This design comes from an exercise in tuning for small area, a short achievable clock period and few clock cycles per item on the open sky130 flow, not from production work. Where RTL was checked, it was by simulation tests only, not by an equivalence proof against the original. For run 2, only the layout was checked, not whether the RTL still works.

==> flow/design.v, too long to show whole: its modules and the start of the top module <==
// module multiplier: 1593 lines
// module mul_fa: 4 lines
// module mul_bselp: 3 lines
// module mul_bsel: 3 lines
// module mul_bpp: 3 lines
// module mul_ha: 4 lines
module multiplier #(MANT_BITS=23, EXP_BITS=8)(
	input wire clk,
	input wire reset_n,
	input wire input_valid,
	input logic [EXP_BITS+MANT_BITS:0] in_a,
	input logic [EXP_BITS+MANT_BITS:0] in_b,
	output logic [EXP_BITS+MANT_BITS:0] data_out,
	output logic output_valid
);
  // ...
==> flow/flow/run.sh <==
#!/bin/bash
set -euo pipefail
export BUFFER_PORTS_ARGS="-buffer_cell sky130_fd_sc_hd__buf_4"
bash standard.sh > standard.log 2>&1
==> flow/standard.sh <==
#!/bin/bash
# synth_recipe.tcl (not shown) runs the flow's synth.tcl, then flattens the netlist and writes it again
# the make line also repeats each setting of config.mk as NAME=value (left out here)
make -C /OpenROAD-flow-scripts/flow DESIGN_CONFIG=/design/flow/config.mk WORK_HOME=/design/flow/orfs CLKGATE_MAP_FILE= SYNTH_SCRIPT=/design/flow/synth_recipe.tcl "${@:-finish}"
==> flow/config.mk <==
export PLATFORM = sky130hd
export DESIGN_NAME = multiplier
export DESIGN_NICKNAME = multiplier
export VERILOG_FILES = /design/flow/design.v
export SDC_FILE = /design/flow/constraint.sdc
export NUM_CORES = 4
export LEC_CHECK = 0
export CAP_MARGIN = 20
export CORE_MARGIN = 2
export CORE_UTILIZATION = 65
export SETUP_SLACK_MARGIN = 2.3
export SLEW_MARGIN = 20
export SYNTH_HIERARCHICAL = 1
==> flow/constraint.sdc <==
create_clock -name core_clock -period 8.0 [get_ports {clk}]
set_input_delay 1.6000 -clock core_clock [delete_from_list [all_inputs] [get_ports {clk}]]
set_output_delay 1.6000 -clock core_clock [all_outputs]
set_load 0.01 [all_outputs]
==> impl_metrics.toml, run 1 <==
[status]
outcome = "no timing/DRC/antenna violations"

[routing]
wl_met2_mm = 27.08
wl_per_cell_microns = 25.91
vias = 15856
dr.pass1.iters = 6
drt_wl_total_mm = 59.75
drt_iter0_drc = 2135

[setup_path]
critical_path_class = "flip-flop to flip-flop"
crit_path_frequent_cell = "fa_1"
cp-end-kind = "flip-flop"
critPathMaxFanout = 25
cp-endpoint = "rb[10]$_DFF_P_"
r2r_setup_slack_ps = 2430
startpoint = "sh_a$_DFFE_PP_"

[sta]
tns_ps = 0
fmax_mhz = 179.4
slew_violations = 0
fin_ws_ps = 2426

[synth]
yosysTopAreaCell = "fa_1"
synth_top_area_share_pct = 28.49
syn_area_per_cell_sq_um = 10.46
synth-simple-area-share_pct = 7.861
muxShareOfSynthArea_pct = 5.603
synth_top_family_by_area = "adder cells"

[layout]
comb.multi_input.count = 1584
final_layout_size_suffix_gt1_share_pct = 15.98
final_util_pct = 75.26
layout.nonclk_buf_share_pct = 6.897
syn_to_final_growth_pct = 13.20
dominant_cells = "multi-input gates"

[clock_tree]
clkLatencyLatePin_ps = 370
cts_resized = 21
cts_buffer_depth = 2
tritoncts = "built"

[min_path]
holdPathEnd = "sh[23]$_SDFFE_PN0P_"

[die]
placementRows = 61
start_util_pct = 66.49
nWellTaps = 378
coreArea_sq_um = 28010

[grt]
grt_max_degree = 51

[placed_design]
hpwl_mm = 41.53
place_area_sq_um = 20070
Testbench counts, summed over its fixed seeds: cycles 3,200, items 3,200.
==> run 2, diff against run 1 <==
--- a/flow/design.v
+++ b/flow/design.v
@@ -1546,24 +1546,24 @@
 	wire s921, c922;
 	mul_fa us921 (c748, s831, c830, s921, c922);
 	wire s923, c924;
 	mul_fa us923 (pp310, s833, c832, s923, c924);
 	wire s925, c926;
 	mul_fa us925 (s835, pp311, c834, s925, c926);
 	wire s927, c928;
 	mul_fa us927 (pp336, pp312, c836, s927, c928);
-wire [16:0] lo_sum = {1'b0, {c862, c860, c858, c856, c854, c852, c850, c848, c846, c844, c842, c840, c838, pp3, pp2, neg0}} + {1'b0, {s863, s861, s859, s857, s855, s853, s851, s849, s847, s845, s843, s841, s839, s837, 1'b0, pp1}};
-logic [31:0] ra, rb;
+wire [18:0] lo_sum = {1'b0, {c866, c864, c862, c860, c858, c856, c854, c852, c850, c848, c846, c844, c842, c840, c838, pp3, pp2, neg0}} + {1'b0, {s867, s865, s863, s861, s859, s857, s855, s853, s851, s849, s847, s845, s843, s841, s839, s837, 1'b0, pp1}};
+logic [29:0] ra, rb;
 logic rc;
 logic sgn, inf_r, zero_r;
 always_ff @(posedge clk) begin
-	ra <= {s927, s925, s923, c920, c918, s917, c914, c912, c910, c908, s907, c904, c902, c900, c898, c896, c894, c892, c890, c888, c886, c884, c882, c880, c878, c876, c874, c872, c870, c868, c866, c864};
-	rb <= {c926, c924, c922, s921, s919, c916, s915, s913, s911, s909, c906, s905, s903, s901, s899, s897, s895, s893, s891, s889, s887, s885, s883, s881, s879, s877, s875, s873, s871, s869, s867, s865};
-	rc <= lo_sum[16];
+	ra <= {s927, s925, s923, c920, c918, s917, c914, c912, c910, c908, s907, c904, c902, c900, c898, c896, c894, c892, c890, c888, c886, c884, c882, c880, c878, c876, c874, c872, c870, c868};
+	rb <= {c926, c924, c922, s921, s919, c916, s915, s913, s911, s909, c906, s905, s903, s901, s899, s897, s895, s893, s891, s889, s887, s885, s883, s881, s879, s877, s875, s873, s871, s869};
+	rc <= lo_sum[18];
 	sgn <= in_a[31] ^ in_b[31];
 	inf_r <= (ea == 8'hff) || (eb == 8'hff) || (esum >= 10'd382);
 	zero_r <= (za && in_a[22:0] == 0) || (zb && in_b[22:0] == 0) || (esum < 10'd128);
 	if (st == IDLE) begin
 		e <= 9'(esum - 10'd127);
 		s126_r <= (esum == 10'd128);
 	end else if (shifting)
 		e <= e - 9'd1;
@@ -1577,21 +1577,21 @@
 		case (st)
 			IDLE: if (input_valid && slow) st <= LOAD;
 			LOAD: st <= SHIFT;
 			SHIFT: if (!shifting) st <= MUL;
 			default: st <= IDLE;
 		endcase
 	end
 end
-wire [32:0] ps = {ra, 1'b1} + {rb, rc};    
-wire [31:0] p = ps[32:1];                     
-wire p47 = p[31];
-wire p46 = p[30];
-wire [22:0] mo = p47 ? p[30:8] : p[29:7];
+wire [30:0] ps = {ra, 1'b1} + {rb, rc};    
+wire [29:0] p = ps[30:1];                     
+wire p47 = p[29];
+wire p46 = p[28];
+wire [22:0] mo = p47 ? p[28:6] : p[27:5];
 wire [7:0] e1 = e[7:0] + 8'd1;
 wire [7:0] eo = p47 ? e1 : (s126_r && !p46) ? 8'd0 : e[7:0];
 assign data_out = {sgn, inf_r ? {8'hff, 23'd0} : zero_r ? 31'd0 : {eo, mo}};
 endmodule
 module mul_fa(input a, input b, input c, output s, output co);
 	assign s = a ^ b ^ c;
 	assign co = (a & b) | (a & c) | (b & c);
 endmodule
==> impl_metrics.toml, run 2 <==
[placed_design]
hpwl_mm = 40.25
dp.cells = 2238
gp_congestion = 0.9182
io_buffers = 99

[sta]
fin_crit_sh_pct = 71.19
hold_slack_ps = 590.0
slew_violations = 0
hold_violations = 0
tns_ps = 0
fmax_mhz = 175.6
grt_setup_unrepaired = "true"
clock-skew-final_ps = 20.43
finalSetupViolCount = 0
tightestPinTransition_ps = 1007
max_slew_margin_pct = 32.55
finalCriticalPeriod_ps = 5695

[clock_tree]
ctsHoldBuffers = 0
tritoncts = "built"
numCtsBuffers = 9
cts_htree_levels = 3
cts.sinks = 102
path_clk_slew_ps = 90
clkLatencyLatePin_ps = 380
cts_buffer_depth = 2
root_buffer = "clkbuf_16"

[synth]
syn_area_sq_um = 18500
synth_edf_count = 34
synthFlopType = "dfxtp_1"
ys_ff_latch = 102
syn_inst = 1790
ys_seq_area_share_pct = 12.96
syn_area_per_cell_sq_um = 10.34
synth.most_common_cell = "xnor2_1"
synth.area.top_cells = "fa_1 (29%), xnor2_1 (15%), a22o_1 (13%)"
synth-warning-count = 7
synth_top_area_share_pct = 28.67
ys_async_sr_fraction_pct = 2.941
synth_common_cells = "xnor2_1 (316), a22o_1 (277), fa_1 (265)"
yosysTopAreaCell = "fa_1"
ys_types = 70

[setup_path]
cpPeakStageDelay_ps = 500
cp-end-kind = "flip-flop"
cp.arrival_ps = 5970
cp_top_family = "adder cells"
critical_path_class = "input pin to flip-flop"
critPathLaunchType = "input pin"
worstPathRequired_ps = 8270
crit_path_frequent_cell = "fa_1"
cp_cell_sequence = "buf_4 -> mux2i_4 -> clkinv_4 -> nand2_2 -> o21ai_4 -> a22o_1 -> xnor2_1 -> fa_1 -> fa_2 -> fa_1 -> fa_1 -> ha_1 -> nand4_1 -> nor2_1 -> a221oi_2 -> o221ai_1 -> a21o_1 -> a21oi_1 -> o21ai_0"
critPathMaxFanout = 5
critPathBufInv = 2
slowest_stage = "fa_1"

[grt]
grt_pass1_vias = 15955
antenna_found_initial = 2
grt_pass1_wl_mm = 92.98
grt_use_total_pct = 40.19
grt-ovfl-total = 0
grt_max_degree = 51

[layout]
nNetsFinal = 2380
layout_commonest_cell = "xnor2_1"
top_regs = "ra: 30 flops, rb: 30 flops, sh: 24 flops"
final_util_pct = 77.06
final_layout_size_suffix_gt1_share_pct = 18.21
syn_to_final_growth_pct = 16.34
instances_no_fill = 2339
nFillCells = 1979
final_cell_mix = "xnor2_1 (303), a22o_1 (277), fa_1 (261)"

[routing]
vias = 16305
viasPerCell = 6.971
postRouteAntennaNets = 0
wl_per_cell_microns = 26.53
drc = 0
drt_iter0_drc = 2056
dr.pass1.iters = 6
drt_wl_total_mm = 62.05

[min_path]
hold_class = "flip-flop to flip-flop"

[die]
die_height_microns = 172.7
dieArea_sq_um = 29830
coreArea_sq_um = 27930
placementRows = 61
start_util_pct = 66.24
boundaryPins = 100
die_w_microns = 172.7

[status]
outcome = "no timing/DRC/antenna violations"

[run]
maxCapViolations = 0
==> run 2: cell families after synthesis <==
kind of cell,after synthesis,synth area share [%]
buffers and inverters,106,2.658
AOI/OAI and AO/OA,494,20.26
other,1,0.02027
xor gates and xnor gates,341,16.14
and+or+nand+nor,310,8.304
DFF,102,12.96
muxes,78,4.700
adders and majority gates,358,34.96
==> run 2: what timing repair did <==
| action | CTS | global route |
|---|---|---|
| resized for setup | 40 | 49 |
| setup endpoints to repair | 53 | 40 |
| pin swaps | 6 | 18 |
| buffers inserted | 29 | 41 |
| cloned | 9 | 5 |
==> run 2: worst register-to-register path, stage by stage (launching register included) <==
cell      delay, ps
dfrtp_1         410
inv_1           110
ha_1            340
nand2b_4        180
buf_4           220
mux2i_4         200
buf_12          150
buf_12          180
nor2_4          300
a22o_1          210
xnor2_1         140
fa_1            470
fa_2            350
fa_1            500
fa_1            450
ha_1            330
nand4_1         120
nor2_1           80
a221oi_2        200
o221ai_1        150
a21o_1          200
a21oi_1         120
o21ai_0         110
==> run 2: layout make-up <==
type / instances / area, sq um / area share, %
Antenna cell: 1 / 2.502 / 0.01162
Clock buffer: 10 / 250.2 / 1.162
Clock inverter: 6 / 60.06 / 0.2790
Inverter: 34 / 161.4 / 0.7498
Multi-Input combinational cell: 1601 / 16400 / 76.17
Sequential cell: 102 / 2397 / 11.14
Tap cell: 378 / 473.0 / 2.197
Timing Repair Buffer: 205 / 1775 / 8.248
Timing Repair inverter: 2 / 10.01 / 0.04650
==> run 2: routing by layer <==
layer | vias up | global-route usage [%] | wire [microns]
li1 | 6820 | - | -
met1 | 7916 | 56.41 | 23970
met2 | 1296 | 58.38 | 26520
met3 | 271 | 12.12 | 8664
met4 | 2 | 16.38 | 2843
met5 | - | 0 | 50
==> run 2: worst paths after layout <==
path	from	endpoint	slack (ps)	depth (start not counted)
setup / recovery	in_b[7]	rc$_DFF_P_	2300	19
hold / removal	sh[22]$_DFFE_PP_	sh[23]$_SDFFE_PN0P_	590	2
setup reg to reg	st[0]$_DFFE_PN0P_	rc$_DFF_P_	2380	22
hold reg to reg	sh[22]$_DFFE_PP_	sh[23]$_SDFFE_PN0P_	590	2
max in group asynchronous	reset_n	output_valid$_DFF_PN0_	6920	1
min in group asynchronous	reset_n	st[1]$_DFFE_PN0P_	990	1
==> run 2: metrics by stage <==
step                      setup WS, ps  area (sq um)
final                             2305         21530
after global routing              2168         21520
after CTS                         2213         20830
after detailed placement          1262         19980
after global placement            1246         19980
after floorplan                   2141         18800
==> run 2: per-module statistics from Yosys, one instance, submodules excluded <==
| module | flip-flops and latches | times used |
|---|---|---|
| mul_bselp | 0 | 276 |
| mul_fa | 0 | 264 |
| mul_ha | 0 | 32 |
| multiplier | 102 | 1 |

==> port drivers added, routing unchanged <==
The flow's constraints put no driver on any port. The routed layouts listed below were extracted and timed again, unchanged, in two steps.
Step 1 assumes that a clkbuf_16 drives the clock port and a buf_2 every other input.
Step 2 moves the port delays by t, midway between the first and last clock arrival at a register: inputs arrive t later, outputs are due t later. That takes back most of the time a late clock gives input paths.
a / b / c = ideal ports / drivers / drivers and shift; a / b = the first two.
run | t, ns | setup slack, ns | hold slack, ns | latest minus earliest clock arrival (ns) | slew at the worst register clock pin (ns)
run 1 | 0.406 | 2.426 / 2.426 / 2.053 | 0.601 / 0.601 / 0.601 | 0.021 / 0.021 | 0.09 / 0.09
run 2 | 0.424 | 2.305 / 2.335 / 1.910 | 0.590 / 0.590 / 0.590 | 0.026 / 0.025 | 0.09 / 0.09
After both steps setup and hold are still met in every run listed. The setup slack of run 2, which loses most, moves by +0.030 ns with the drivers and by -0.395 ns with both steps.
